From an optimization exercise on the open Yosys and OpenROAD flow, aimed at small area, a short achievable clock period and few clock cycles; shortcuts taken in it are not production practice. Function was not checked in any run shown here: the RTL went through the layout flow alone.

===== flow/design.v =====
module SM_2300_Task6_dijkstra(
  input clk_50M,
  input rst,
  input go,
  input [5:0] src,
  input [5:0] dst,
  input [209:0] weights,
  output ready,
  output reg out_valid,
  output reg [5:0] out_node,
  output reg out_last,
  output reg [10:0] path_cost
);
reg [209:0] wreg;
reg [5:0] srcr, dstr;
reg busy, seed;
reg rdy;            
reg [7:0] dreg [0:11];
reg [1:0] par [0:11];
assign ready = rdy;
function [8:0] relax;
  input [7:0] a;
  input [7:0] d;
  input [5:0] w;
  reg [8:0] s;
  reg c, b, wi;
  integer i;
  begin
    c = 1'b0;
    for (i = 0; i < 8; i = i + 1) begin
      wi = (i < 6) ? w[i] : 1'b0;
      s[i] = a[i] ^ wi ^ c;
      c = (a[i] & wi) | (a[i] & c) | (wi & c);
    end
    s[8] = c;
    b = 1'b0;
    for (i = 0; i < 8; i = i + 1)
      b = (~s[i] & d[i]) | (~s[i] & b) | (d[i] & b);
    b = b & ~s[8];
    relax = {b, b ? s[7:0] : d};
  end
endfunction
function [9:0] relax2;
  input [7:0] a1;
  input [5:0] w1;
  input [7:0] a2;
  input [5:0] w2;
  input [7:0] d;
  reg [8:0] s1, s2;
  reg c, b1, b2, le, wi, sel1, sel2;
  integer i;
  begin
    c = 1'b0;
    for (i = 0; i < 8; i = i + 1) begin
      wi = (i < 6) ? w1[i] : 1'b0;
      s1[i] = a1[i] ^ wi ^ c;
      c = (a1[i] & wi) | (a1[i] & c) | (wi & c);
    end
    s1[8] = c;
    c = 1'b0;
    for (i = 0; i < 8; i = i + 1) begin
      wi = (i < 6) ? w2[i] : 1'b0;
      s2[i] = a2[i] ^ wi ^ c;
      c = (a2[i] & wi) | (a2[i] & c) | (wi & c);
    end
    s2[8] = c;
    b1 = 1'b0;
    b2 = 1'b0;
    le = 1'b1;
    for (i = 0; i < 8; i = i + 1) begin
      b1 = (~s1[i] & d[i]) | (~s1[i] & b1) | (d[i] & b1);
      b2 = (~s2[i] & d[i]) | (~s2[i] & b2) | (d[i] & b2);
      le = (~s1[i] & s2[i]) | (~s1[i] & le) | (s2[i] & le);
    end
    b1 = b1 & ~s1[8];
    b2 = b2 & ~s2[8];
    le = (~s1[8] & s2[8]) | (~s1[8] & le) | (s2[8] & le);
    sel1 = b1 & le;
    sel2 = b2 & ~le;
    relax2 = {sel1, sel2, sel1 ? s1[7:0] : sel2 ? s2[7:0] : d};
  end
endfunction
wire [5:0] sw0 = {1'b0, wreg[4:0]};
wire [5:0] sw1 = {1'b0, wreg[99:95]};
wire [5:0] sw2 = {1'b0, wreg[184:180]};
wire [5:0] sw3 = wreg[54:50] + wreg[49:45];
wire [5:0] sw4 = {1'b0, wreg[64:60]};
wire [5:0] sw5 = wreg[194:190] + wreg[189:185];
wire [5:0] sw6 = wreg[204:200] + wreg[164:160];
wire [5:0] sw7 = {1'b0, wreg[69:65]};
wire [5:0] sw8 = wreg[79:75] + wreg[89:85];
wire [5:0] sw9 = wreg[124:120] + wreg[154:150];
wire [5:0] sw10 = wreg[129:125] + wreg[139:135];
wire [5:0] sw11 = wreg[119:115] + wreg[109:105];
wire [5:0] sw12 = {1'b0, wreg[144:140]};
wire [5:0] sw13 = {1'b0, wreg[159:155]};
wire [5:0] sw14 = {1'b0, wreg[94:90]};
wire [5:0] sw15 = wreg[169:165] + wreg[179:175];
wire [5:0] sw16 = wreg[19:15] + wreg[34:30];
wire xd0 = (dstr == 6'd0);
wire ys0 = (srcr == 6'd0);
wire xd1 = (dstr == 6'd1) | (dstr == 6'd2) | (dstr == 6'd3);
wire ys1 = (srcr == 6'd1) | (srcr == 6'd2) | (srcr == 6'd3);
wire xd4 = (dstr == 6'd4) | (dstr == 6'd5) | (dstr == 6'd6);
wire ys4 = (srcr == 6'd4) | (srcr == 6'd5) | (srcr == 6'd6);
wire xd7 = (dstr == 6'd7) | (dstr == 6'd8) | (dstr == 6'd9);
wire ys7 = (srcr == 6'd7) | (srcr == 6'd8) | (srcr == 6'd9);
wire xd11 = (dstr == 6'd11) | (dstr == 6'd10);
wire ys11 = (srcr == 6'd11) | (srcr == 6'd10);
wire xd12 = (dstr == 6'd12);
wire ys12 = (srcr == 6'd12);
wire xd13 = (dstr == 6'd13) | (dstr == 6'd28);
wire ys13 = (srcr == 6'd13) | (srcr == 6'd28);
wire xd14 = (dstr == 6'd14);
wire ys14 = (srcr == 6'd14);
wire xd15 = (dstr == 6'd15) | (dstr == 6'd20);
wire ys15 = (srcr == 6'd15) | (srcr == 6'd20);
wire xd16 = (dstr == 6'd16);
wire ys16 = (srcr == 6'd16);
wire xd17 = (dstr == 6'd17);
wire ys17 = (srcr == 6'd17);
wire xd18 = (dstr == 6'd18) | (dstr == 6'd19);
wire ys18 = (srcr == 6'd18) | (srcr == 6'd19);
wire xd21 = (dstr == 6'd21) | (dstr == 6'd22);
wire ys21 = (srcr == 6'd21) | (srcr == 6'd22);
wire xd23 = (dstr == 6'd23) | (dstr == 6'd24);
wire ys23 = (srcr == 6'd23) | (srcr == 6'd24);
wire xd25 = (dstr == 6'd25);
wire ys25 = (srcr == 6'd25);
wire xd26 = (dstr == 6'd26) | (dstr == 6'd27);
wire ys26 = (srcr == 6'd26) | (srcr == 6'd27);
wire xd29 = (dstr == 6'd29);
wire ys29 = (srcr == 6'd29);
wire xd30 = (dstr == 6'd30) | (dstr == 6'd31);
wire ys30 = (srcr == 6'd30) | (srcr == 6'd31);
wire xd32 = (dstr == 6'd32) | (dstr == 6'd33);
wire ys32 = (srcr == 6'd32) | (srcr == 6'd33);
wire xd35 = (dstr == 6'd35) | (dstr == 6'd34);
wire ys35 = (srcr == 6'd35) | (srcr == 6'd34);
wire xd36 = (dstr == 6'd36);
wire ys36 = (srcr == 6'd36);
wire same_core = (xd0 & ys0) | (xd1 & ys1) | (xd4 & ys4) | (xd7 & ys7) | (xd11 & ys11) | (xd12 & ys12) | (xd13 & ys13) | (xd14 & ys14) | (xd15 & ys15) | (xd16 & ys16) | (xd17 & ys17) | (xd18 & ys18) | (xd21 & ys21) | (xd23 & ys23) | (xd25 & ys25) | (xd26 & ys26) | (xd29 & ys29) | (xd30 & ys30) | (xd32 & ys32) | (xd35 & ys35) | (xd36 & ys36);
function [4:0] leafw;
  input [5:0] n;
  input [209:0] w;
  begin
    leafw = 5'd0;
    case (n)
      6'd2: leafw = w[9:5];
      6'd3: leafw = w[14:10];
      6'd5: leafw = w[24:20];
      6'd6: leafw = w[29:25];
      6'd8: leafw = w[39:35];
      6'd9: leafw = w[44:40];
      6'd10: leafw = w[59:55];
      6'd19: leafw = w[149:145];
      6'd20: leafw = w[134:130];
      6'd22: leafw = w[114:110];
      6'd24: leafw = w[104:100];
      6'd27: leafw = w[84:80];
      6'd28: leafw = w[74:70];
      6'd31: leafw = w[209:205];
      6'd33: leafw = w[174:170];
      6'd34: leafw = w[199:195];
      default: ;
    endcase
  end
endfunction
reg [4:0] offd, offs;
wire [7:0] init0 = xd0 ? 8'd0 : 8'hff;
wire [1:0] ipar0 = 2'd0;
wire [7:0] init1 = xd12 ? 8'd0 : xd30 ? {3'b000, wreg[204:200]} : xd35 ? {3'b000, wreg[194:190]} : xd11 ? {3'b000, wreg[54:50]} : 8'hff;
wire [1:0] ipar1 = xd30 ? 2'd3 : xd35 ? 2'd2 : xd11 ? 2'd0 : 2'd0;
wire [7:0] init2 = xd13 ? 8'd0 : xd26 ? {3'b000, wreg[79:75]} : 8'hff;
wire [1:0] ipar2 = xd26 ? 2'd2 : 2'd0;
wire [7:0] init3 = xd14 ? 8'd0 : xd15 ? {3'b000, wreg[129:125]} : xd18 ? {3'b000, wreg[124:120]} : 8'hff;
wire [1:0] ipar3 = xd15 ? 2'd2 : xd18 ? 2'd1 : 2'd0;
wire [7:0] init4 = xd16 ? 8'd0 : xd21 ? {3'b000, wreg[119:115]} : xd15 ? {3'b000, wreg[139:135]} : 8'hff;
wire [1:0] ipar4 = xd21 ? 2'd1 : xd15 ? 2'd0 : 2'd0;
wire [7:0] init5 = xd17 ? 8'd0 : xd18 ? {3'b000, wreg[154:150]} : 8'hff;
wire [1:0] ipar5 = xd18 ? 2'd0 : 2'd0;
wire [7:0] init6 = xd25 ? 8'd0 : xd26 ? {3'b000, wreg[89:85]} : 8'hff;
wire [1:0] ipar6 = xd26 ? 2'd1 : 2'd0;
wire [7:0] init7 = xd29 ? 8'd0 : xd32 ? {3'b000, wreg[169:165]} : xd30 ? {3'b000, wreg[164:160]} : 8'hff;
wire [1:0] ipar7 = xd32 ? 2'd2 : xd30 ? 2'd0 : 2'd0;
wire [7:0] init8 = xd36 ? 8'd0 : xd32 ? {3'b000, wreg[179:175]} : xd35 ? {3'b000, wreg[189:185]} : 8'hff;
wire [1:0] ipar8 = xd32 ? 2'd2 : xd35 ? 2'd1 : 2'd0;
wire [7:0] init9 = xd1 ? 8'd0 : xd4 ? {3'b000, wreg[19:15]} : 8'hff;
wire [1:0] ipar9 = xd4 ? 2'd1 : 2'd0;
wire [7:0] init10 = xd7 ? 8'd0 : xd4 ? {3'b000, wreg[34:30]} : xd11 ? {3'b000, wreg[49:45]} : 8'hff;
wire [1:0] ipar10 = xd4 ? 2'd1 : xd11 ? 2'd0 : 2'd0;
wire [7:0] init11 = xd23 ? 8'd0 : xd21 ? {3'b000, wreg[109:105]} : 8'hff;
wire [1:0] ipar11 = xd21 ? 2'd0 : 2'd0;
wire [7:0] d0_0 = seed ? init0 : dreg[0];
wire [1:0] p0_0 = seed ? ipar0 : par[0];
wire [7:0] d1_0 = seed ? init1 : dreg[1];
wire [1:0] p1_0 = seed ? ipar1 : par[1];
wire [7:0] d2_0 = seed ? init2 : dreg[2];
wire [1:0] p2_0 = seed ? ipar2 : par[2];
wire [7:0] d3_0 = seed ? init3 : dreg[3];
wire [1:0] p3_0 = seed ? ipar3 : par[3];
wire [7:0] d4_0 = seed ? init4 : dreg[4];
wire [1:0] p4_0 = seed ? ipar4 : par[4];
wire [7:0] d5_0 = seed ? init5 : dreg[5];
wire [1:0] p5_0 = seed ? ipar5 : par[5];
wire [7:0] d6_0 = seed ? init6 : dreg[6];
wire [1:0] p6_0 = seed ? ipar6 : par[6];
wire [7:0] d7_0 = seed ? init7 : dreg[7];
wire [1:0] p7_0 = seed ? ipar7 : par[7];
wire [7:0] d8_0 = seed ? init8 : dreg[8];
wire [1:0] p8_0 = seed ? ipar8 : par[8];
wire [7:0] d9_0 = seed ? init9 : dreg[9];
wire [1:0] p9_0 = seed ? ipar9 : par[9];
wire [7:0] d10_0 = seed ? init10 : dreg[10];
wire [1:0] p10_0 = seed ? ipar10 : par[10];
wire [7:0] d11_0 = seed ? init11 : dreg[11];
wire [1:0] p11_0 = seed ? ipar11 : par[11];
wire [8:0] r0_0 = relax(d9_0, d0_0, sw0);
wire u0_0 = r0_0[8];
wire [7:0] d0_1 = r0_0[7:0];
wire [1:0] p0_1 = u0_0 ? 2'd0 : p0_0;
wire [8:0] r0_1 = relax(d0_0, d9_0, sw0);
wire u0_1 = r0_1[8];
wire [7:0] d9_1 = r0_1[7:0];
wire [1:0] p9_1 = u0_1 ? 2'd0 : p9_0;
wire [8:0] r3_12 = relax(d10_0, d1_0, sw3);
wire u3_12 = r3_12[8];
wire [7:0] d1_1 = r3_12[7:0];
wire [1:0] p1_1 = u3_12 ? 2'd0 : p1_0;
wire [8:0] r3_7 = relax(d1_0, d10_0, sw3);
wire u3_7 = r3_7[8];
wire [7:0] d10_1 = r3_7[7:0];
wire [1:0] p10_1 = u3_7 ? 2'd0 : p10_0;
wire [8:0] r8_13 = relax(d6_0, d2_0, sw8);
wire u8_13 = r8_13[8];
wire [7:0] d2_1 = r8_13[7:0];
wire [1:0] p2_1 = u8_13 ? 2'd2 : p2_0;
wire [8:0] r8_25 = relax(d2_0, d6_0, sw8);
wire u8_25 = r8_25[8];
wire [7:0] d6_1 = r8_25[7:0];
wire [1:0] p6_1 = u8_25 ? 2'd1 : p6_0;
wire [8:0] r9_14 = relax(d5_0, d3_0, sw9);
wire u9_14 = r9_14[8];
wire [7:0] d3_1 = r9_14[7:0];
wire [1:0] p3_1 = u9_14 ? 2'd1 : p3_0;
wire [8:0] r9_17 = relax(d3_0, d5_0, sw9);
wire u9_17 = r9_17[8];
wire [7:0] d5_1 = r9_17[7:0];
wire [1:0] p5_1 = u9_17 ? 2'd0 : p5_0;
wire [8:0] r11_16 = relax(d11_0, d4_0, sw11);
wire u11_16 = r11_16[8];
wire [7:0] d4_1 = r11_16[7:0];
wire [1:0] p4_1 = u11_16 ? 2'd1 : p4_0;
wire [8:0] r11_23 = relax(d4_0, d11_0, sw11);
wire u11_23 = r11_23[8];
wire [7:0] d11_1 = r11_23[7:0];
wire [1:0] p11_1 = u11_23 ? 2'd0 : p11_0;
wire [8:0] r15_29 = relax(d8_0, d7_0, sw15);
wire u15_29 = r15_29[8];
wire [7:0] d7_1 = r15_29[7:0];
wire [1:0] p7_1 = u15_29 ? 2'd2 : p7_0;
wire [8:0] r15_36 = relax(d7_0, d8_0, sw15);
wire u15_36 = r15_36[8];
wire [7:0] d8_1 = r15_36[7:0];
wire [1:0] p8_1 = u15_36 ? 2'd2 : p8_0;
wire [8:0] r2_0 = relax(d8_1, d0_1, sw2);
wire u2_0 = r2_0[8];
wire [7:0] d0_2 = r2_0[7:0];
wire [1:0] p0_2 = u2_0 ? 2'd2 : p0_1;
wire [8:0] r2_36 = relax(d0_1, d8_1, sw2);
wire u2_36 = r2_36[8];
wire [7:0] d8_2 = r2_36[7:0];
wire [1:0] p8_2 = u2_36 ? 2'd0 : p8_1;
wire [8:0] r4_12 = relax(d2_1, d1_1, sw4);
wire u4_12 = r4_12[8];
wire [7:0] d1_2 = r4_12[7:0];
wire [1:0] p1_2 = u4_12 ? 2'd1 : p1_1;
wire [8:0] r4_13 = relax(d1_1, d2_1, sw4);
wire u4_13 = r4_13[8];
wire [7:0] d2_2 = r4_13[7:0];
wire [1:0] p2_2 = u4_13 ? 2'd0 : p2_1;
wire [8:0] r10_14 = relax(d4_1, d3_1, sw10);
wire u10_14 = r10_14[8];
wire [7:0] d3_2 = r10_14[7:0];
wire [1:0] p3_2 = u10_14 ? 2'd2 : p3_1;
wire [8:0] r10_16 = relax(d3_1, d4_1, sw10);
wire u10_16 = r10_16[8];
wire [7:0] d4_2 = r10_16[7:0];
wire [1:0] p4_2 = u10_16 ? 2'd0 : p4_1;
wire [8:0] r13_17 = relax(d7_1, d5_1, sw13);
wire u13_17 = r13_17[8];
wire [7:0] d5_2 = r13_17[7:0];
wire [1:0] p5_2 = u13_17 ? 2'd2 : p5_1;
wire [8:0] r13_29 = relax(d5_1, d7_1, sw13);
wire u13_29 = r13_29[8];
wire [7:0] d7_2 = r13_29[7:0];
wire [1:0] p7_2 = u13_29 ? 2'd1 : p7_1;
wire [8:0] r14_25 = relax(d11_1, d6_1, sw14);
wire u14_25 = r14_25[8];
wire [7:0] d6_2 = r14_25[7:0];
wire [1:0] p6_2 = u14_25 ? 2'd2 : p6_1;
wire [8:0] r14_23 = relax(d6_1, d11_1, sw14);
wire u14_23 = r14_23[8];
wire [7:0] d11_2 = r14_23[7:0];
wire [1:0] p11_2 = u14_23 ? 2'd1 : p11_1;
wire [8:0] r1_0 = relax(d6_2, d0_2, sw1);
wire u1_0 = r1_0[8];
wire [7:0] d0_3 = r1_0[7:0];
wire [1:0] p0_3 = u1_0 ? 2'd1 : p0_2;
wire [8:0] r1_25 = relax(d0_2, d6_2, sw1);
wire u1_25 = r1_25[8];
wire [7:0] d6_3 = r1_25[7:0];
wire [1:0] p6_3 = u1_25 ? 2'd0 : p6_2;
wire [9:0] q12 = relax2(d8_2, sw5, d7_2, sw6, d1_2);
wire [7:0] d1_3 = q12[7:0];
wire [1:0] p1_3 = q12[9] ? 2'd2 : q12[8] ? 2'd3 : p1_2;
wire [8:0] r5_36 = relax(d1_2, d8_2, sw5);
wire u5_36 = r5_36[8];
wire [7:0] d8_3 = r5_36[7:0];
wire [1:0] p8_3 = u5_36 ? 2'd1 : p8_2;
wire [8:0] r6_29 = relax(d1_2, d7_2, sw6);
wire u6_29 = r6_29[8];
wire [7:0] d7_3 = r6_29[7:0];
wire [1:0] p7_3 = u6_29 ? 2'd0 : p7_2;
wire [8:0] r7_13 = relax(d3_2, d2_2, sw7);
wire u7_13 = r7_13[8];
wire [7:0] d2_3 = r7_13[7:0];
wire [1:0] p2_3 = u7_13 ? 2'd1 : p2_2;
wire [8:0] r7_14 = relax(d2_2, d3_2, sw7);
wire u7_14 = r7_14[8];
wire [7:0] d3_3 = r7_14[7:0];
wire [1:0] p3_3 = u7_14 ? 2'd0 : p3_2;
wire [8:0] r12_16 = relax(d5_2, d4_2, sw12);
wire u12_16 = r12_16[8];
wire [7:0] d4_3 = r12_16[7:0];
wire [1:0] p4_3 = u12_16 ? 2'd2 : p4_2;
wire [8:0] r12_17 = relax(d4_2, d5_2, sw12);
wire u12_17 = r12_17[8];
wire [7:0] d5_3 = r12_17[7:0];
wire [1:0] p5_3 = u12_17 ? 2'd1 : p5_2;
wire [8:0] r16_1 = relax(d10_1, d9_1, sw16);
wire u16_1 = r16_1[8];
wire [7:0] d9_2 = r16_1[7:0];
wire [1:0] p9_2 = u16_1 ? 2'd1 : p9_1;
wire [8:0] r16_7 = relax(d9_1, d10_1, sw16);
wire u16_7 = r16_7[8];
wire [7:0] d10_2 = r16_7[7:0];
wire [1:0] p10_2 = u16_7 ? 2'd1 : p10_1;
wire [7:0] dn0 = d0_3;
wire [1:0] pn0 = p0_3;
wire ch0 = u0_0 | u2_0 | u1_0;
wire [7:0] dn1 = d1_3;
wire [1:0] pn1 = p1_3;
wire ch1 = u3_12 | u4_12 | q12[9] | q12[8];
wire [7:0] dn2 = d2_3;
wire [1:0] pn2 = p2_3;
wire ch2 = u8_13 | u4_13 | u7_13;
wire [7:0] dn3 = d3_3;
wire [1:0] pn3 = p3_3;
wire ch3 = u9_14 | u10_14 | u7_14;
wire [7:0] dn4 = d4_3;
wire [1:0] pn4 = p4_3;
wire ch4 = u11_16 | u10_16 | u12_16;
wire [7:0] dn5 = d5_3;
wire [1:0] pn5 = p5_3;
wire ch5 = u9_17 | u13_17 | u12_17;
wire [7:0] dn6 = d6_3;
wire [1:0] pn6 = p6_3;
wire ch6 = u8_25 | u14_25 | u1_25;
wire [7:0] dn7 = d7_3;
wire [1:0] pn7 = p7_3;
wire ch7 = u15_29 | u13_29 | u6_29;
wire [7:0] dn8 = d8_3;
wire [1:0] pn8 = p8_3;
wire ch8 = u15_36 | u2_36 | u5_36;
wire [7:0] dn9 = d9_2;
wire [1:0] pn9 = p9_2;
wire ch9 = u0_1 | u16_1;
wire [7:0] dn10 = d10_2;
wire [1:0] pn10 = p10_2;
wire ch10 = u3_7 | u16_7;
wire [7:0] dn11 = d11_2;
wire [1:0] pn11 = p11_2;
wire ch11 = u11_23 | u14_23;
reg [7:0] dl, dr;      
reg [4:0] wl, wr;      
reg yreal;
always @(*) begin
  dl = 8'hff; dr = 8'hff; wl = 5'd0; wr = 5'd0; yreal = 1'b0;
  if (ys0) begin dl = d0_0; yreal = 1'b1; end
  if (ys12) begin dl = d1_0; yreal = 1'b1; end
  if (ys13) begin dl = d2_0; yreal = 1'b1; end
  if (ys14) begin dl = d3_0; yreal = 1'b1; end
  if (ys16) begin dl = d4_0; yreal = 1'b1; end
  if (ys17) begin dl = d5_0; yreal = 1'b1; end
  if (ys25) begin dl = d6_0; yreal = 1'b1; end
  if (ys29) begin dl = d7_0; yreal = 1'b1; end
  if (ys36) begin dl = d8_0; yreal = 1'b1; end
  if (ys1) begin dl = d9_0; yreal = 1'b1; end
  if (ys7) begin dl = d10_0; yreal = 1'b1; end
  if (ys23) begin dl = d11_0; yreal = 1'b1; end
  if (ys11) begin dl = d1_0; dr = d10_0; wl = wreg[54:50]; wr = wreg[49:45]; end
  if (ys35) begin dl = d1_0; dr = d8_0; wl = wreg[194:190]; wr = wreg[189:185]; end
  if (ys30) begin dl = d1_0; dr = d7_0; wl = wreg[204:200]; wr = wreg[164:160]; end
  if (ys26) begin dl = d2_0; dr = d6_0; wl = wreg[79:75]; wr = wreg[89:85]; end
  if (ys18) begin dl = d3_0; dr = d5_0; wl = wreg[124:120]; wr = wreg[154:150]; end
  if (ys15) begin dl = d3_0; dr = d4_0; wl = wreg[129:125]; wr = wreg[139:135]; end
  if (ys21) begin dl = d4_0; dr = d11_0; wl = wreg[119:115]; wr = wreg[109:105]; end
  if (ys32) begin dl = d7_0; dr = d8_0; wl = wreg[169:165]; wr = wreg[179:175]; end
  if (ys4) begin dl = d9_0; dr = d10_0; wl = wreg[19:15]; wr = wreg[34:30]; end
end
wire [8:0] cl = {1'b0, dl} + {4'd0, wl};
wire [8:0] cr = {1'b0, dr} + {4'd0, wr};
wire ydir = ~yreal & (cr < cl);           
wire [8:0] cy = same_core ? 9'd0 : ydir ? cr : cl;
wire blocked = (ch0 & ({1'b0, dn0} < cy)) | (ch1 & ({1'b0, dn1} < cy)) | (ch2 & ({1'b0, dn2} < cy)) | (ch3 & ({1'b0, dn3} < cy)) | (ch4 & ({1'b0, dn4} < cy)) | (ch5 & ({1'b0, dn5} < cy)) | (ch6 & ({1'b0, dn6} < cy)) | (ch7 & ({1'b0, dn7} < cy)) | (ch8 & ({1'b0, dn8} < cy)) | (ch9 & ({1'b0, dn9} < cy)) | (ch10 & ({1'b0, dn10} < cy)) | (ch11 & ({1'b0, dn11} < cy));
wire found = busy & ~blocked;
wire [7:0] cost_now = (srcr == dstr) ? 8'd0 : cy[7:0] + {3'b000, offs} + {3'b000, offd};
function [5:0] coreof;    
  input [5:0] n;
  begin
    coreof = n;
    case (n)
      6'd2: coreof = 6'd1;
      6'd3: coreof = 6'd1;
      6'd5: coreof = 6'd4;
      6'd6: coreof = 6'd4;
      6'd8: coreof = 6'd7;
      6'd9: coreof = 6'd7;
      6'd10: coreof = 6'd11;
      6'd19: coreof = 6'd18;
      6'd20: coreof = 6'd15;
      6'd22: coreof = 6'd21;
      6'd24: coreof = 6'd23;
      6'd27: coreof = 6'd26;
      6'd28: coreof = 6'd13;
      6'd31: coreof = 6'd30;
      6'd33: coreof = 6'd32;
      6'd34: coreof = 6'd35;
      default: ;
    endcase
  end
endfunction
reg wact, wself, wdir, wpend;
reg [5:0] wcur, wdst;
reg [7:0] wcost;
reg [1:0] opar [0:11];
reg sact, sself, sdir, spend;
reg [5:0] scur, sdst;
reg [7:0] scost;
reg [1:0] spar [0:11];
wire dir_w = wpend ? ydir : wdir;
wire [7:0] cost_w = wpend ? cost_now : wcost;
reg [5:0] nxt;
reg ndir;
always @(*) begin
  nxt = wcur;
  ndir = dir_w;
  if (!wself) begin
    if (wcur == coreof(wdst)) nxt = wdst;    
    else case (wcur)
      6'd0: case (opar[0]) 2'd0: nxt = 6'd1; 2'd1: nxt = 6'd25; 2'd2: nxt = 6'd36; default: ; endcase
      6'd12: case (opar[1]) 2'd0: begin nxt = 6'd11; ndir = 1'b1; end 2'd1: nxt = 6'd13; 2'd2: begin nxt = 6'd35; ndir = 1'b1; end 2'd3: begin nxt = 6'd30; ndir = 1'b1; end endcase
      6'd13: case (opar[2]) 2'd0: nxt = 6'd12; 2'd1: nxt = 6'd14; 2'd2: begin nxt = 6'd26; ndir = 1'b1; end default: ; endcase
      6'd14: case (opar[3]) 2'd0: nxt = 6'd13; 2'd1: begin nxt = 6'd18; ndir = 1'b1; end 2'd2: begin nxt = 6'd15; ndir = 1'b1; end default: ; endcase
      6'd16: case (opar[4]) 2'd0: begin nxt = 6'd15; ndir = 1'b0; end 2'd1: begin nxt = 6'd21; ndir = 1'b1; end 2'd2: nxt = 6'd17; default: ; endcase
      6'd17: case (opar[5]) 2'd0: begin nxt = 6'd18; ndir = 1'b0; end 2'd1: nxt = 6'd16; 2'd2: nxt = 6'd29; default: ; endcase
      6'd25: case (opar[6]) 2'd0: nxt = 6'd0; 2'd1: begin nxt = 6'd26; ndir = 1'b0; end 2'd2: nxt = 6'd23; default: ; endcase
      6'd29: case (opar[7]) 2'd0: begin nxt = 6'd30; ndir = 1'b0; end 2'd1: nxt = 6'd17; 2'd2: begin nxt = 6'd32; ndir = 1'b1; end default: ; endcase
      6'd36: case (opar[8]) 2'd0: nxt = 6'd0; 2'd1: begin nxt = 6'd35; ndir = 1'b0; end 2'd2: begin nxt = 6'd32; ndir = 1'b0; end default: ; endcase
      6'd1: case (opar[9]) 2'd0: nxt = 6'd0; 2'd1: begin nxt = 6'd4; ndir = 1'b1; end default: ; endcase
      6'd7: case (opar[10]) 2'd0: begin nxt = 6'd11; ndir = 1'b0; end 2'd1: begin nxt = 6'd4; ndir = 1'b0; end default: ; endcase
      6'd23: case (opar[11]) 2'd0: begin nxt = 6'd21; ndir = 1'b0; end 2'd1: nxt = 6'd25; default: ; endcase
      6'd11: nxt = dir_w ? 6'd7 : 6'd12;
      6'd35: nxt = dir_w ? 6'd36 : 6'd12;
      6'd30: nxt = dir_w ? 6'd29 : 6'd12;
      6'd26: nxt = dir_w ? 6'd25 : 6'd13;
      6'd18: nxt = dir_w ? 6'd17 : 6'd14;
      6'd15: nxt = dir_w ? 6'd16 : 6'd14;
      6'd21: nxt = dir_w ? 6'd23 : 6'd16;
      6'd32: nxt = dir_w ? 6'd36 : 6'd29;
      6'd4: nxt = dir_w ? 6'd7 : 6'd1;
      default: ;
    endcase
  end
end
wire nlast = (nxt == wdst);
wire wfree = ~wact | nlast;             
wire handover = found & (~sact | wfree);
wire direct = handover & wfree & ~sact;   
wire to_slot = handover & ~direct;
wire move = wfree & sact;                
reg [5:0] ysn;
always @(*) begin
  ysn = 6'd0;
  if (ys0) ysn = 6'd0;
  if (ys1) ysn = 6'd1;
  if (ys4) ysn = 6'd4;
  if (ys7) ysn = 6'd7;
  if (ys11) ysn = 6'd11;
  if (ys12) ysn = 6'd12;
  if (ys13) ysn = 6'd13;
  if (ys14) ysn = 6'd14;
  if (ys15) ysn = 6'd15;
  if (ys16) ysn = 6'd16;
  if (ys17) ysn = 6'd17;
  if (ys18) ysn = 6'd18;
  if (ys21) ysn = 6'd21;
  if (ys23) ysn = 6'd23;
  if (ys25) ysn = 6'd25;
  if (ys26) ysn = 6'd26;
  if (ys29) ysn = 6'd29;
  if (ys30) ysn = 6'd30;
  if (ys32) ysn = 6'd32;
  if (ys35) ysn = 6'd35;
  if (ys36) ysn = 6'd36;
end
wire hself = (srcr == dstr) | (ysn != srcr);
wire [5:0] hcur = (srcr == dstr) ? dstr : ysn;
always @(posedge clk_50M) begin
  if (~busy) begin
    wreg <= weights;
    srcr <= src;
    dstr <= dst;
    offs <= leafw(src, weights);
    offd <= leafw(dst, weights);
  end
  seed <= 1'b0;
  dreg[0] <= dn0; par[0] <= pn0;
  dreg[1] <= dn1; par[1] <= pn1;
  dreg[2] <= dn2; par[2] <= pn2;
  dreg[3] <= dn3; par[3] <= pn3;
  dreg[4] <= dn4; par[4] <= pn4;
  dreg[5] <= dn5; par[5] <= pn5;
  dreg[6] <= dn6; par[6] <= pn6;
  dreg[7] <= dn7; par[7] <= pn7;
  dreg[8] <= dn8; par[8] <= pn8;
  dreg[9] <= dn9; par[9] <= pn9;
  dreg[10] <= dn10; par[10] <= pn10;
  dreg[11] <= dn11; par[11] <= pn11;
  out_valid <= wact;
  out_node <= nxt;
  out_last <= wact & nlast;
  path_cost <= {3'b000, cost_w};
  wcur <= nxt;
  wdir <= ndir;
  wcost <= cost_w;
  wself <= 1'b0;
  if (wact) begin
    wpend <= 1'b0;
    wact <= ~nlast;
  end
  if (spend) begin
    scost <= cost_now;
    sdir <= ydir;
    spend <= 1'b0;
  end
  if (move) begin
    opar[0] <= spar[0];
    opar[1] <= spar[1];
    opar[2] <= spar[2];
    opar[3] <= spar[3];
    opar[4] <= spar[4];
    opar[5] <= spar[5];
    opar[6] <= spar[6];
    opar[7] <= spar[7];
    opar[8] <= spar[8];
    opar[9] <= spar[9];
    opar[10] <= spar[10];
    opar[11] <= spar[11];
    wcur <= scur;
    wself <= sself;
    wdst <= sdst;
    wdir <= spend ? ydir : sdir;
    wcost <= spend ? cost_now : scost;
    wpend <= 1'b0;
    wact <= 1'b1;
    sact <= 1'b0;
  end
  if (direct) begin
    opar[0] <= pn0;
    opar[1] <= pn1;
    opar[2] <= pn2;
    opar[3] <= pn3;
    opar[4] <= pn4;
    opar[5] <= pn5;
    opar[6] <= pn6;
    opar[7] <= pn7;
    opar[8] <= pn8;
    opar[9] <= pn9;
    opar[10] <= pn10;
    opar[11] <= pn11;
    wcur <= hcur;
    wself <= hself;
    wdst <= dstr;
    wpend <= 1'b1;
    wact <= 1'b1;
  end
  if (to_slot) begin
    spar[0] <= pn0;
    spar[1] <= pn1;
    spar[2] <= pn2;
    spar[3] <= pn3;
    spar[4] <= pn4;
    spar[5] <= pn5;
    spar[6] <= pn6;
    spar[7] <= pn7;
    spar[8] <= pn8;
    spar[9] <= pn9;
    spar[10] <= pn10;
    spar[11] <= pn11;
    scur <= hcur;
    sself <= hself;
    sdst <= dstr;
    spend <= 1'b1;
    sact <= 1'b1;
  end
  if (handover) begin
    busy <= 1'b0;
    rdy <= 1'b1;
  end
  if (~busy & go) begin
    busy <= 1'b1;
    rdy <= 1'b0;
    seed <= 1'b1;
  end
  if (rst) begin
    busy <= 1'b0;
    rdy <= 1'b1;
    seed <= 1'b0;
    wact <= 1'b0;
    sact <= 1'b0;
    wpend <= 1'b0;
    spend <= 1'b0;
    out_valid <= 1'b0;
    out_last <= 1'b0;
  end
end
endmodule

===== flow/flow/run.sh =====
#!/bin/bash
set -euo pipefail
bash standard.sh "BUFFER_PORTS_ARGS=-buffer_cell sky130_fd_sc_hd__buf_1" "CTS_ARGS=-sink_clustering_enable -repair_clock_nets -dont_use_dummy_load -buf_list sky130_fd_sc_hd__clkbuf_8 -root_buf sky130_fd_sc_hd__clkbuf_16" finish > make_finish.log 2>&1

===== flow/standard.sh =====
#!/bin/bash
# synth_recipe.tcl (not shown) runs the flow's synth.tcl, then flattens the netlist and writes it again
# the make line also repeats each setting of config.mk as NAME=value (left out here)
make -C /OpenROAD-flow-scripts/flow DESIGN_CONFIG=/design/flow/config.mk WORK_HOME=/design/flow/orfs CLKGATE_MAP_FILE= SYNTH_SCRIPT=/design/flow/synth_recipe.tcl "${@:-finish}"

===== flow/config.mk =====
export PLATFORM = sky130hd
export DESIGN_NAME = SM_2300_Task6_dijkstra
export DESIGN_NICKNAME = SM_2300_Task6_dijkstra
export VERILOG_FILES = /design/flow/design.v
export SDC_FILE = /design/flow/constraint.sdc
export NUM_CORES = 8
export LEC_CHECK = 0
export ABC_AREA = 1
export CAP_MARGIN = 20
export CORE_MARGIN = 2
export CORE_UTILIZATION = 40
export SLEW_MARGIN = 20
export SYNTH_MEMORY_MAX_BITS = 65536

===== flow/constraint.sdc =====
create_clock -name core_clock -period 80.0 [get_ports {clk_50M}]
set_input_delay 16.0000 -clock core_clock [delete_from_list [all_inputs] [get_ports {clk_50M}]]
set_output_delay 16.0000 -clock core_clock [all_outputs]
set_load 0.01 [all_outputs]

==> summary.txt, run 1 <==
Run status: no timing/DRC/antenna violations
Post-CTS setup repair buffer count: 0
Final hold violations: 0
CP endpoint kind: register
Final #Nets: 6205
Via-per-instance ratio: 5.57
Largest net degree at the start of global routing: 71
Post-Route WL: 163000 um
EDFF count, synth: 219
WP data required: 80.30 ns
Post-CTS resize count: 0
Worst skew pair latency: 0.63 ns
Routed WL per cell: 23.9 um
Vias: 37800
Min-delay worst type: register to register
Final Max Tran Viols: 0
Mean Syn Cell Area: 7.13 um2
I/O Buffers: 241
Cells after synthesis: 5269
Final ANT Viol Nets: 0
Clock buffer depth: 3
DPL Wire Length: 134000 um
Mux contribution to synthesized area: 0%
Worst-path fanout max: 7
Ports: 245
Max Fclk: 57.4 MHz
#FFs+latches synth: 387
Clock-pin slew on the worst setup and hold paths: 0.05 ns
Post-synthesis sequential area ratio: 26.4%
Rows: 112
Reg2reg setup slack: 63.18 ns
Post-Synth Adder-Cell Area: 18.6%
DR pass1 iterations: 8
Max-cap viol count: 0
Simple-Gate Fraction of Synth Area: 26.1%
Mapped Area: 0.0376 mm2
Top-count cell post-synth: nand2_1
Min Clock Period, post-route: 17.43 ns
Critical path class: primary input to register
Total Routing Usage GR: 32.9%
CTS tree: built
Hold wc startpoint: sself$_DFFE_PP_
TritonCTS Buffers: 77
WHS Endpoint: wself$_DFF_P_
Skew final: 0.0608 ns
Reg2reg end: spar[0][1]$_DFFE_PP_
Top post-synthesis cells by count: nand2_1 (1420), inv_1 (907), nand3_1 (327)
Worst r2r src: dstr[1]$_DFFE_PN_
Max H-tree Level: 3
Unrepaired setup endpoints after global routing: no
Hold depth: 2
Least-Margin Pin Slew: 1.33 ns
CTS Sinks: 387
Area leader, netlist: edfxtp_1
DR iter-0 viols: 4318
GR Overflow Total: 0
Finish-stage setup viols: 0
Rel. slew slack: 11.4%
Arr. time, crit path: 17.73 ns
First-pass GRT wire length: 234000 um
Cells on worst reg2reg path: 68
Die W: 311 um
Fraction of layout cells with a size suffix above 1: 6.72%
Post-route DRC: 0
Largest family of logic cells by synthesized area: simple AND/OR/NAND/NOR gates
RD Place Congestion: 1.10
Placed Area: 0.0398 mm2
Synth unique cells: 73
Critical Path Source Type: primary input
FFs w/ async S/R, synth: 0%
Compound-cell area share of the yosys netlist: 16.3%
Chip height: 311 um
Synth Flop Type: edfxtp_1
Share of the synthesized area in the top cell type: 17.5%
Synth warn: 5
CORE AREA: 0.0932 mm2
Vias in the first global route: 35500
CTS Root Cell: clkbuf_16
Largest cells by area after synthesis: edfxtp_1 (17%), nand2_1 (14%), ha_1 (9.6%)
Die area: 0.0964 mm2
Antenna violations before repair: 18
Area delta synth->final: 8.99%
Post-route cell area: 0.0410 mm2
Post-CTS Hold Fix Bufs: 0
WHS: 0.457 ns
Starting Density: 40.3%
Setup TNS: 0 ns
Fin crit share: 21.8%
XOR/XNOR share of the synthesized area: 1.10%
==> cell families (layout without fill, tap and decap cells) <==
logic type / count (synthesis) / in the layout
simple gates: 2296 / 2296
xor+xnor: 47 / 47
flops: 387 / 387
buf+inv: 1090 / 1340
other cells: 1 / 15
fa+ha+maj: 457 / 457
compound gates: 991 / 991
==> metal layers <==
metal / up-vias / global-route usage (%) / share of wire (%)
li1: 17800 / - / -
met1: 17800 / 43.9 / 42
met2: 1777 / 50.3 / 43
met3: 385 / 7.74 / 9.7
met4: 6 / 15.1 / 5.0
met5: - / 0.0988 / 0.024
==> layout make-up <==
cell class	instances	area, um2
inverter	984	3700
multi-input combinational	3794	23400
fill	9769	52200
clock buffer	77	1160
sequential	387	9940
antenna	12	30.0
timing repair buffer	279	1190
tap	1254	1570
==> registers in the layout, indices dropped and copies added, names as in the netlist, 5 cells and up <==
signal	cells
wreg	130
dreg	96
opar	24
par	24
spar	24
path_cost	8
scost	8
wcost	8
dstr	6
out_node	6
scur	6
sdst	6
srcr	6
wcur	6
wdst	6
offd	5
offs	5
==> layout by cell type (no fill, tap or decap), types with 44 or more instances in the layout <==
cell type	n
inv_1	906
o21ai_0	284
o21ai_1	72
fa_1	168
o22ai_1	143
edfxtp_1	219
nor2_1	287
inv_2	69
o211ai_1	44
ha_1	289
nand3_1	327
nand2_1	1419
a21oi_1	197
buf_1	241
nand2_2	56
dfxtp_1	168
clkbuf_8	68
==> critical path, stage by stage <==
cell       delay [ns]
buf_1            0.25
nor2_1           0.19
nand4_1          0.32
o22ai_1          0.17
nor4_1           0.57
o2111ai_1        0.22
==> per-stage QoR <==
stage / util (%) / setup slack, ns / cells
after detailed placement: 42.7 / 62.04 / 6698
after global placement: 42.7 / 61.98 / 6698
after CTS: 43.9 / 62.67 / 6775
after floorplan: - / 62.79 / 5271
after global routing: 43.9 / 62.16 / 6785
final: 44.0 / 62.57 / 6787
==> worst max path at each step <==
stage	slack, ns	from	end
6_report	62.57	dst[2]	offd[0]$_DFFE_PN_
5_1_grt	62.16	seed$_SDFF_PP0_	sdst[5]$_DFFE_PP_
4_1_cts	62.67	dst[2]	offd[0]$_DFFE_PN_
3_5_place_dp	62.04	dst[2]	offd[0]$_DFFE_PN_
3_3_place_gp	61.98	dst[2]	offd[0]$_DFFE_PN_
2_1_floorplan	62.79	dst[5]	offd[3]$_DFFE_PN_
==> run 2: changes to the inputs <==
==> flow/flow/run.sh (replaced) <==
#!/bin/bash
set -euo pipefail
bash standard.sh "BUFFER_PORTS_ARGS=-buffer_cell sky130_fd_sc_hd__buf_1" "CTS_ARGS=-sink_clustering_enable -repair_clock_nets -dont_use_dummy_load -buf_list sky130_fd_sc_hd__clkbuf_4 -root_buf sky130_fd_sc_hd__clkbuf_16" finish > make_finish.log 2>&1
==> summary.txt, run 2 <==
Run status: no timing/DRC/antenna violations
CTS Sinks: 387 (unchanged)
Largest cells by area after synthesis: edfxtp_1 (17%), nand2_1 (14%), ha_1 (9.6%)
Top delay family on crit path: simple AND/OR/NAND/NOR gates
CTS tree: built
Post-route DRC: 0 (unchanged)
Top post-synthesis cells by count: nand2_1 (1420), inv_1 (907), nand3_1 (327)
Worst stage delay on the critical path: 0.57 ns (about the same)
Die W: 311 um (unchanged)
WHS: 0.459 ns (+0.00281 ns)
Critical path class: primary input to register
Area leader, netlist: edfxtp_1
Max-cap viol count: 0 (unchanged)
XOR/XNOR share of the synthesized area: 1.10% (unchanged)
Final #Nets: 6239 (+0.55%)
Ports: 245 (unchanged)
TritonCTS Buffers: 111 (+44%)
Min-delay worst type: register to register
I/O Buffers: 241 (unchanged)
Least-Margin Pin Slew: 1.24 ns (-0.0910 ns)
Simple-Gate Fraction of Synth Area: 26.1% (unchanged)
Buf/Inv on CP: 1 (unchanged)
Die area: 0.0964 mm2 (unchanged)
Reg2reg setup slack: 63.11 ns (-0.07 ns)
Register area: 0.00994 mm2 (unchanged)
Post-Layout Cell Count: 6820 (+0.49%)
DR pass1 iterations: 7 (-1)
FFs w/ async S/R, synth: 0% (unchanged)
Cells after synthesis: 5269 (unchanged)
#FFs+latches synth: 387 (unchanged)
Post-Route WL: 162000 um (about the same)
Most frequent cells in the layout: nand2_1 (1419), inv_1 (906), nand3_1 (327), ha_1 (289), nor2_1 (287)
DP Cell Count: 6698 (unchanged)
Finish-stage setup viols: 0 (unchanged)
Clock buffer depth: 3 (unchanged)
Compound-cell area share of the yosys netlist: 16.3% (unchanged)
Max Fclk: 57.4 MHz (about the same)
Worst r2r src: dstr[1]$_DFFE_PN_
GR Overflow Total: 0 (unchanged)
EDFF count, synth: 219 (unchanged)
Post-synthesis sequential area ratio: 26.4% (unchanged)
Biggest regs: wreg: 130 flops, dreg: 96 flops
Area delta synth->final: 8.53%
First-pass GRT wire length: 234000 um (about the same)
Antenna violations before repair: 13 (-5)
Share of the synthesized area in the top cell type: 17.5% (unchanged)
Top reg by flops: wreg
Critical Path Source Type: primary input
Mapped Area: 0.0376 mm2 (unchanged)
Total Routing Usage GR: 32.8% (-0.045 points)
Setup ws final: 62.57 ns (-0.000200 ns)
Max reg flops: 130 (unchanged)
RD Place Congestion: 1.10 (unchanged)
Final ANT Viol Nets: 0 (unchanged)
Via-per-instance ratio: 5.58 (+0.24%)
Fin crit share: 21.8% (about the same)
Final hold violations: 0 (unchanged)
Multi-input gate area: 0.0234 mm2 (unchanged)
CTS Root Cell: clkbuf_16
Vias: 38100 (+0.73%)
WP data required: 80.32 ns (+0.02 ns)
CORE AREA: 0.0932 mm2 (unchanged)
Hold wc startpoint: par[9][1]$_DFF_P_
Worst skew pair latency: 0.64 ns (about the same)
Largest net degree at the start of global routing: 71 (unchanged)
Cells on worst reg2reg path: 68 (unchanged)
Post-Synth Adder-Cell Area: 18.6% (unchanged)
Clock-pin slew on the worst setup and hold paths: 0.06 ns (about the same)
Synth Flop Type: edfxtp_1
Pre-CTS setup slack: 62.04 ns (unchanged)
Synth warn: 5 (unchanged)
Min Clock Period, post-route: 17.43 ns (+0.000200 ns)
Fraction of layout cells with a size suffix above 1: 7.29% (+0.57 points)
Top-count cell post-synth: nand2_1
DPL Wire Length: 134000 um (unchanged)
Final Max Tran Viols: 0 (unchanged)
Chip height: 311 um (unchanged)
Max H-tree Level: 3 (unchanged)
Arr. time, crit path: 17.75 ns (+0.02 ns)
Critical-path cell list: buf_1, nor2_1, nand4_1, o22ai_1, nor4_1, o2111ai_1
CP endpoint kind: register
Post-CTS Hold Fix Bufs: 0 (unchanged)
Unrepaired setup endpoints after global routing: no
Mean Syn Cell Area: 7.13 um2 (unchanged)
Post-CTS resize count: 0 (unchanged)
Vias in the first global route: 35800 (+0.95%)
Hold depth: 2 (unchanged)
Setup TNS: 0 ns (unchanged)
DR iter-0 viols: 4388 (+1.6%)
Skew final: 0.0623 ns (+0.00158 ns)
Rows: 112 (unchanged)
WHS Endpoint: par[9][1]$_DFF_P_
Routed WL per cell: 23.8 um (-0.55%)
Reg2reg end: spar[8][0]$_DFFE_PP_
Rel. slew slack: 16.9% (+5.5 points)
Starting Density: 40.3% (unchanged)
Post-CTS setup repair buffer count: 0 (unchanged)
Synth unique cells: 73 (unchanged)
Fillers: 9796 (+0.28%)
Most common cell after layout, fill and taps aside: nand2_1
Largest family of logic cells by synthesized area: simple AND/OR/NAND/NOR gates
Worst-path fanout max: 7 (unchanged)
Worst path slowest cell: nor4_1
Mux contribution to synthesized area: 0% (unchanged)
-- run 2: layout make-up --
type	count	area share, %
tap	1254	3.85
inverter	984	9.08
multi-input combinational	3794	57.3
timing repair buffer	279	2.92
sequential	387	24.4
clock buffer	111	2.43
antenna	11	0.0675
-- run 2: worst max path at each step --
stage | start | depth (start not counted) | slack [ns] | to
floorplan | dst[5] | 9 | 62.79 | offd[3]$_DFFE_PN_
global placement | dst[2] | 6 | 61.98 | offd[0]$_DFFE_PN_
detailed placement | dst[2] | 6 | 62.04 | offd[0]$_DFFE_PN_
CTS | dst[2] | 6 | 62.68 | offd[0]$_DFFE_PN_
global route | seed$_SDFF_PP0_ | 71 | 62.13 | spar[8][0]$_DFFE_PP_
finish | dst[2] | 6 | 62.57 | offd[0]$_DFFE_PN_
-- run 2: cell families (layout without fill, tap and decap cells) --
kind of cell,Yosys count,after routing
AND/OR/NAND/NOR,2296,2296
buffers and inverters,1090,1374
AO/OA/AOI/OAI,991,991
adder cells (fa/ha/maj),457,457
flip-flops,387,387
XOR/XNOR,47,47
other,1,14
-- run 2: stage by stage --
step                      instance area [um2]  util, %
after CTS                               40800     43.7
final                                   40800     43.8
after detailed placement                39800     42.7
after floorplan                         37600        -
after global placement                  39800     42.7
after global routing                    40800     43.8
-- run 2: layer usage --
layer | wire length, um | vias up | GRT usage [%]
met4 | 8340 | 0 | 15.4
met5 | 0 | - | 0
met3 | 15300 | 409 | 7.52
met2 | 70600 | 1825 | 50.1
met1 | 68200 | 17900 | 43.9
li1 | - | 17900 | -
-- run 2: worst reg2reg max path: cells and delay by family (launching register included) --
| family | cells | cell delay (ns) |
|---|---|---|
| AO/OA/AOI/OAI | 7 | 1.15 |
| adder cells (fa/ha/maj) | 25 | 8.24 |
| buffers and inverters | 10 | 1.77 |
| flip-flops | 1 | 0.54 |
| AND/OR/NAND/NOR | 26 | 4.81 |
==> run 3: changes to the inputs <==
--- a/flow/design.v
+++ b/flow/design.v
@@ -415,3 +415,3 @@
 wire [8:0] cy = same_core ? 9'd0 : ydir ? cr : cl;
-wire blocked = (ch0 & ({1'b0, dn0} < cy)) | (ch1 & ({1'b0, dn1} < cy)) | (ch2 & ({1'b0, dn2} < cy)) | (ch3 & ({1'b0, dn3} < cy)) | (ch4 & ({1'b0, dn4} < cy)) | (ch5 & ({1'b0, dn5} < cy)) | (ch6 & ({1'b0, dn6} < cy)) | (ch7 & ({1'b0, dn7} < cy)) | (ch8 & ({1'b0, dn8} < cy)) | (ch9 & ({1'b0, dn9} < cy)) | (ch10 & ({1'b0, dn10} < cy)) | (ch11 & ({1'b0, dn11} < cy));
+wire blocked = (ch0 & (dn0[7:2] <= cy[8:2])) | (ch1 & (dn1[7:2] <= cy[8:2])) | (ch2 & (dn2[7:2] <= cy[8:2])) | (ch3 & (dn3[7:2] <= cy[8:2])) | (ch4 & (dn4[7:2] <= cy[8:2])) | (ch5 & (dn5[7:2] <= cy[8:2])) | (ch6 & (dn6[7:2] <= cy[8:2])) | (ch7 & (dn7[7:2] <= cy[8:2])) | (ch8 & (dn8[7:2] <= cy[8:2])) | (ch9 & (dn9[7:2] <= cy[8:2])) | (ch10 & (dn10[7:2] <= cy[8:2])) | (ch11 & (dn11[7:2] <= cy[8:2]));
 wire found = busy & ~blocked;
==> summary.txt, run 3 <==
XOR/XNOR share of the synthesized area: 1.09% (-0.0063 points)
Post-route DRC: 0 (unchanged)
Post-synthesis sequential area ratio: 26.9% (+0.42 points)
RD Place Congestion: 1.08 (-2.4%)
Synth warn: 5 (unchanged)
Die area: 0.0949 mm2 (-1.5%)
Via-per-instance ratio: 5.61 (+0.60%)
Final hold violations: 0 (unchanged)
CTS Root Cell: clkbuf_16
Top delay family on crit path: adder cells
Total Routing Usage GR: 33.1% (+0.31 points)
DPL Wire Length: 132000 um (-1.6%)
Routed WL per cell: 23.9 um (+0.49%)
Post-CTS Hold Fix Bufs: 0 (unchanged)
EDFF count, synth: 219 (unchanged)
Post-Route WL: 159000 um (-1.9%)
Worst-path fanout max: 39 (+32)
Mux contribution to synthesized area: 0% (unchanged)
Final Max Tran Viols: 0 (unchanged)
Max Fclk: 57.4 MHz (about the same)
Top reg by flops: wreg
CORE AREA: 0.0917 mm2 (-1.6%)
Post-Synth Adder-Cell Area: 18.5% (-0.091 points)
CP endpoint kind: register
Worst path slowest cell: nand3_2
Run status: no timing/DRC/antenna violations
Chip height: 308 um (-0.77%)
TritonCTS Buffers: 109 (-1.8%)
CP dominant cell by count: fa_1
Largest family of logic cells by synthesized area: simple AND/OR/NAND/NOR gates
FFs w/ async S/R, synth: 0% (unchanged)
Critical Path Source Type: register
Arr. time, crit path: 17.71 ns (-0.04 ns)
Starting Density: 40.4% (about the same)
Unrepaired setup endpoints after global routing: no
Share of the synthesized area in the top cell type: 17.8% (+0.28 points)
Vias: 37400 (-1.7%)
CTS Sinks: 387 (unchanged)
Biggest regs: wreg: 130 flops, dreg: 96 flops
Largest net degree at the start of global routing: 86 (+21%)
Mean Syn Cell Area: 7.14 um2 (+0.15%)
#FFs+latches synth: 387 (unchanged)
Synth Flop Type: edfxtp_1
WP data required: 80.28 ns (-0.04 ns)
Buf/Inv on CP: 13 (+12)
Top post-synthesis cells by count: nand2_1 (1375), inv_1 (973), o21ai_0 (314)
Mapped Area: 0.0370 mm2 (-1.6%)
Min-delay worst type: register to register
Area delta synth->final: 8.48% (about the same)
Fillers: 9712 (-0.86%)
DR pass1 iterations: 6 (-1)
Compound-cell area share of the yosys netlist: 16.2% (-0.074 points)
Clock buffer depth: 3 (unchanged)
Most frequent cells in the layout: nand2_1 (1375), inv_1 (972), o21ai_0 (314), nand3_1 (299), ha_1 (276)
Post-CTS setup repair buffer count: 0 (unchanged)
DR iter-0 viols: 4079 (-7.0%)
Rel. slew slack: 12.5% (-4.3 points)
Post-CTS resize count: 0 (unchanged)
Most common cell after layout, fill and taps aside: nand2_1
Die W: 308 um (-0.77%)
Worst skew pair latency: 0.63 ns (about the same)
Max H-tree Level: 3 (unchanged)
Skew final: 0.0718 ns (+0.00949 ns)
I/O Buffers: 241 (unchanged)
Cells after synthesis: 5179 (-1.7%)
GR Util met3: 6.92% (-0.60 points)
First-pass GRT wire length: 230000 um (-1.6%)
WHS: 0.458 ns (-0.00181 ns)
Least-Margin Pin Slew: 1.31 ns (+0.0766 ns)
GR Overflow Total: 0 (unchanged)
Vias in the first global route: 35500 (-0.79%)
Finish-stage setup viols: 0 (unchanged)
Top-count cell post-synth: nand2_1
CTS tree: built
Min Clock Period, post-route: 17.43 ns (+0.00240 ns)
Clock-pin slew on the worst setup and hold paths: 0.07 ns (about the same)
Fin crit share: 21.8% (about the same)
Setup TNS: 0 ns (unchanged)
Final #Nets: 6140 (-1.6%)
Final ANT Viol Nets: 0 (unchanged)
Largest cells by area after synthesis: edfxtp_1 (18%), nand2_1 (14%), inv_1 (9.9%)
Worst stage delay on the critical path: 0.81 ns (+0.24 ns)
Critical path class: register to register
Max-cap viol count: 0 (unchanged)
Most used routing layer: met2
Antenna violations before repair: 12 (-1)
Fraction of layout cells with a size suffix above 1: 6.25% (-1.0 points)
Max reg flops: 130 (unchanged)
Area leader, netlist: edfxtp_1
Synth unique cells: 71 (-2.7%)
Routing usage on met2: 52.4% (+2.3 points)
Ports: 245 (unchanged)
Routing usage on met1: 43.4% (-0.49 points)
Simple-Gate Fraction of Synth Area: 25.5% (-0.66 points)
Rows: 111 (-0.89%)
-- run 3: cell count changes after synthesis, sizes merged, moves of 10 or more --
| cell | delta |
|---|---|
| nand2 | -44 |
| a221oi | +18 |
| inv | +27 |
| nor2 | -30 |
| nand4 | +43 |
| nand3 | -36 |
| a21oi | -21 |
| nor3 | -12 |
| o221ai | +10 |
| ha | -13 |
| nand3b | -10 |
| o22ai | -30 |
-- run 3: routing by layer --
metal  up-vias  part of all wire (%)  wire [um]
li1      17600                     -          -
met1     17600                    41      65900
met2      1802                    44      70700
met3       408                   9.3      14800
met4         8                   5.0       7950
met5         -                 0.028         45
-- run 3: cell type report --
cell class / count / area (um2) / area share [%]
Clock buffer: 109 / 976 / 2.43
Inverter: 1008 / 3790 / 9.45
Antenna cell: 7 / 17.5 / 0.0437
Multi-Input combinational cell: 3683 / 22700 / 56.6
Timing Repair Buffer: 281 / 1220 / 3.03
Tap cell: 1186 / 1480 / 3.70
Sequential cell: 387 / 9940 / 24.8
-- run 3: stage by stage --
step	std cells	cell area (um2)	setup slack, ns	utilization [%]
after floorplan	5181	37000	62.82	-
after global placement	6544	39100	62.00	42.7
after detailed placement	6544	39100	62.02	42.7
after CTS	6653	40100	62.67	43.7
after global routing	6657	40100	61.68	43.8
final	6661	40100	62.57	43.8
-- run 3: final timing paths --
path / from / to / slack, ns / cells past startpoint
worst max-delay path: dstr[5]$_DFFE_PN_ / opar[7][1]$_DFFE_PP_ / 62.57 / 68
worst max register to register: dstr[5]$_DFFE_PN_ / opar[7][1]$_DFFE_PP_ / 62.57 / 68
worst min register to register: scost[3]$_DFF_P_ / scost[3]$_DFF_P_ / 0.46 / 2
worst min-delay path: scost[3]$_DFF_P_ / scost[3]$_DFF_P_ / 0.46 / 2
-- run 3: cells by family (layout without fill, tap and decap cells) --
logic type | count (synthesis) | after routing
adders and majority gates | 445 | 445
buffers and inverters | 1111 | 1398
other | 1 | 10
and+or+nand+nor | 2216 | 2216
DFF | 387 | 387
AOI/OAI and AO/OA | 973 | 973
xor gates and xnor gates | 46 | 46
-- run 3: worst register-to-register path: cells and delay by family, from the launching register on --
family / cells / cell delay (ns)
and+or+nand+nor: 24 / 4.93
adders and majority gates: 25 / 8.25
DFF: 1 / 0.63
AOI/OAI and AO/OA: 6 / 1.13
buffers and inverters: 13 / 2.10
==> run 4: changes to the inputs <==
--- a/flow/config.mk
+++ b/flow/config.mk
@@ -10,3 +10,3 @@
 export CORE_MARGIN = 2
-export CORE_UTILIZATION = 40
+export CORE_UTILIZATION = 50
 export SLEW_MARGIN = 20
==> summary.txt, run 4 <==
Worst-path fanout max: 52 (+33%)
Min-delay worst type: register to register
Post-synthesis sequential area ratio: 26.9% (unchanged)
FFs w/ async S/R, synth: 0% (unchanged)
CTS tree: built
I/O Buffers: 241 (unchanged)
Starting Density: 50.6% (+10 points)
Ports: 245 (unchanged)
Min Clock Period, post-route: 17.55 ns (+0.113 ns)
Worst path slowest cell: nand3_2
CTS Sinks: 387 (unchanged)
Synth Flop Type: edfxtp_1
Area delta synth->final: 7.66%
Largest net degree at the start of global routing: 91 (+5.8%)
Setup TNS: 0 ns (unchanged)
Vias: 38000 (+1.6%)
Rows: 99 (-11%)
Share of the synthesized area in the top cell type: 17.8% (unchanged)
DR pass1 iterations: 21 (+15)
Clock buffer depth: 3 (unchanged)
Least-Margin Pin Slew: 1.19 ns (-0.124 ns)
Skew final: 0.0676 ns (-0.00427 ns)
Via-per-instance ratio: 5.91 (+5.3%)
Post-route DRC: 0 (unchanged)
Cells after synthesis: 5179 (unchanged)
Worst stage delay on the critical path: 0.75 ns (-0.06 ns)
Die W: 276 um (-10%)
Final #Nets: 6139 (-0.016%)
Top-count cell post-synth: nand2_1
Top post-synthesis cells by count: nand2_1 (1375), inv_1 (973), o21ai_0 (314)
Final Max Tran Viols: 0 (unchanged)
Post-CTS setup repair buffer count: 0 (unchanged)
Top reg by flops: wreg
Routed WL per cell: 24.5 um (+2.4%)
Synth unique cells: 71 (unchanged)
CP Launch Point: seed$_SDFF_PP0_
GR Overflow Total: 0 (unchanged)
Clock-pin slew on the worst setup and hold paths: 0.05 ns (-0.02 ns)
DPL Wire Length: 130000 um (-1.8%)
Critical Path Source Type: register
Run status: no timing/DRC/antenna violations
Post-CTS resize count: 0 (unchanged)
Mean Syn Cell Area: 7.14 um2 (unchanged)
First-pass GRT wire length: 227000 um (-1.4%)
Top delay family on crit path: adder cells
Biggest regs: wreg: 130 flops, dreg: 96 flops
Chip height: 276 um (-10%)
Reg2reg setup slack: 62.45 ns (-0.11 ns)
Vias in the first global route: 35000 (-1.4%)
EDFF count, synth: 219 (unchanged)
Arr. time, crit path: 17.79 ns (+0.08 ns)
Post-Route WL: 158000 um (-1.2%)
#FFs+latches synth: 387 (unchanged)
CP endpoint kind: register
Max H-tree Level: 3 (unchanged)
CORE AREA: 0.0731 mm2 (-20%)
Critical path class: register to register
RD Place Congestion: 1.12 (+4.2%)
Area leader, netlist: edfxtp_1
Worst skew pair latency: 0.59 ns (-0.04 ns)
Total Routing Usage GR: 40.3% (+7.2 points)
WP data required: 80.24 ns (-0.04 ns)
Post-CTS Hold Fix Bufs: 0 (unchanged)
Fillers: 7258 (-25%)
Most common cell after layout, fill and taps aside: nand2_1
Max Fclk: 57.0 MHz (-0.64%)
Unrepaired setup endpoints after global routing: no
Max-cap viol count: 0 (unchanged)
Most frequent cells in the layout: nand2_1 (1375), inv_1 (972), o21ai_0 (314), nand3_1 (299), ha_1 (276)
Antenna violations before repair: 4 (-8)
Fraction of layout cells with a size suffix above 1: 6.27% (+0.019 points)
Buf/Inv on CP: 14 (+1)
DR iter-0 viols: 4414 (+8.2%)
Synth warn: 5 (unchanged)
Fin crit share: 21.9% (+0.14 points)
CTS Root Cell: clkbuf_16
Hold wc startpoint: sself$_DFFE_PP_
Largest cells by area after synthesis: edfxtp_1 (18%), nand2_1 (14%), inv_1 (9.9%)
Die area: 0.0762 mm2 (-20%)
WHS: 0.449 ns (-0.00878 ns)
Final ANT Viol Nets: 0 (unchanged)
Max reg flops: 130 (unchanged)
Mapped Area: 0.0370 mm2 (unchanged)
TritonCTS Buffers: 107 (-1.8%)
Finish-stage setup viols: 0 (unchanged)
Worst r2r src: seed$_SDFF_PP0_
CP dominant cell by count: fa_1
Final hold violations: 0 (unchanged)
Rel. slew slack: 18.7% (+6.2 points)
==> run 4: cell counts after synthesis <==
No cell type changed its count.
==> run 4: path summary, 6_finish.rpt <==
kind,cells after the start,to
setup reg to reg,62,opar[9][1]$_DFFE_PP_
hold / removal,2,wself$_DFF_P_
setup / recovery,62,opar[9][1]$_DFFE_PP_
hold reg to reg,2,wself$_DFF_P_
==> run 4: final cells by class <==
type / count / area (um2) / share of cell area (%)
diodes: 2 / 5.00 / 0.0126
clock buffers: 107 / 961 / 2.41
inverters: 1008 / 3790 / 9.52
multi-input cells: 3683 / 22700 / 57.0
flip-flops and latches: 387 / 9940 / 25.0
well taps: 959 / 1200 / 3.01
repair buffers: 282 / 1210 / 3.04
==> run 4: per-stage QoR <==
step           instance area (um2)  setup slack (ns)  util, %  cells
2_1_floorplan                37000             62.82        -   5181
3_3_place_gp                 38800             62.02     53.2   6318
3_5_place_dp                 38800             62.00     53.2   6318
4_1_cts                      39800             62.57     54.5   6425
5_1_grt                      39800             61.48     54.5   6427
6_report                     39800             62.45     54.5   6428
==> run 4: cells by family after synthesis <==
group | after synthesis | share of synthesized area (%)
other cells | 1 | 0.0101
xor+xnor | 46 | 1.09
compound gates | 973 | 16.2
fa+ha+maj | 445 | 18.5
flops | 387 | 26.9
simple gates | 2216 | 25.5
buf+inv | 1111 | 11.9
==> run 4: per-layer routing <==
| metal | part of all wire, % | track usage [%] | vias up |
|---|---|---|---|
| met1 | 41 | 54.4 | 17700 |
| met4 | 5.6 | 18.9 | 4 |
| met3 | 11 | 10.3 | 447 |
| li1 | - | - | 17600 |
| met2 | 42 | 60.5 | 2275 |
| met5 | 0.017 | 0 | - |
==> run 4: worst reg2reg max path, delay by kind of cell (launching register included) <==
family                   cells  cell delay, ns
flip-flops                   1            0.31
AO/OA/AOI/OAI                5            1.10
buffers and inverters       14            3.04
adder cells (fa/ha/maj)     25            8.39
AND/OR/NAND/NOR             18            4.40

## re-timing with driven ports
No port has a modelled driver above. Below, the same layouts with a new extraction and two added sets of constraints. Step 1: set_driving_cell puts a clkbuf_16 on clk_50M and a buf_2 on each other input, an assumption about the parent block. Step 2 also shifts input and output timing later by t, the mid clock arrival at the registers, as if the neighbouring blocks saw the same clock. Slacks: ideal ports / drivers / drivers and shift; pairs: ideal ports / drivers.
| run | t, ns | setup slack, ns | worst setup path after step 2 |
|---|---|---|---|
| run 1 | 0.669 | 62.569 / 62.582 / 61.913 | input to register |
| run 2 | 0.681 | 62.569 / 62.578 / 61.896 | input to register |
| run 3 | 0.668 | 62.567 / 62.567 / 62.007 | input to register |
| run 4 | 0.635 | 62.454 / 62.454 / 61.906 | input to register |
After both steps setup and hold are still met in every run listed. For run 2, which loses most, drivers alone change the setup slack by +0.009 ns; drivers and shift together by -0.673 ns.
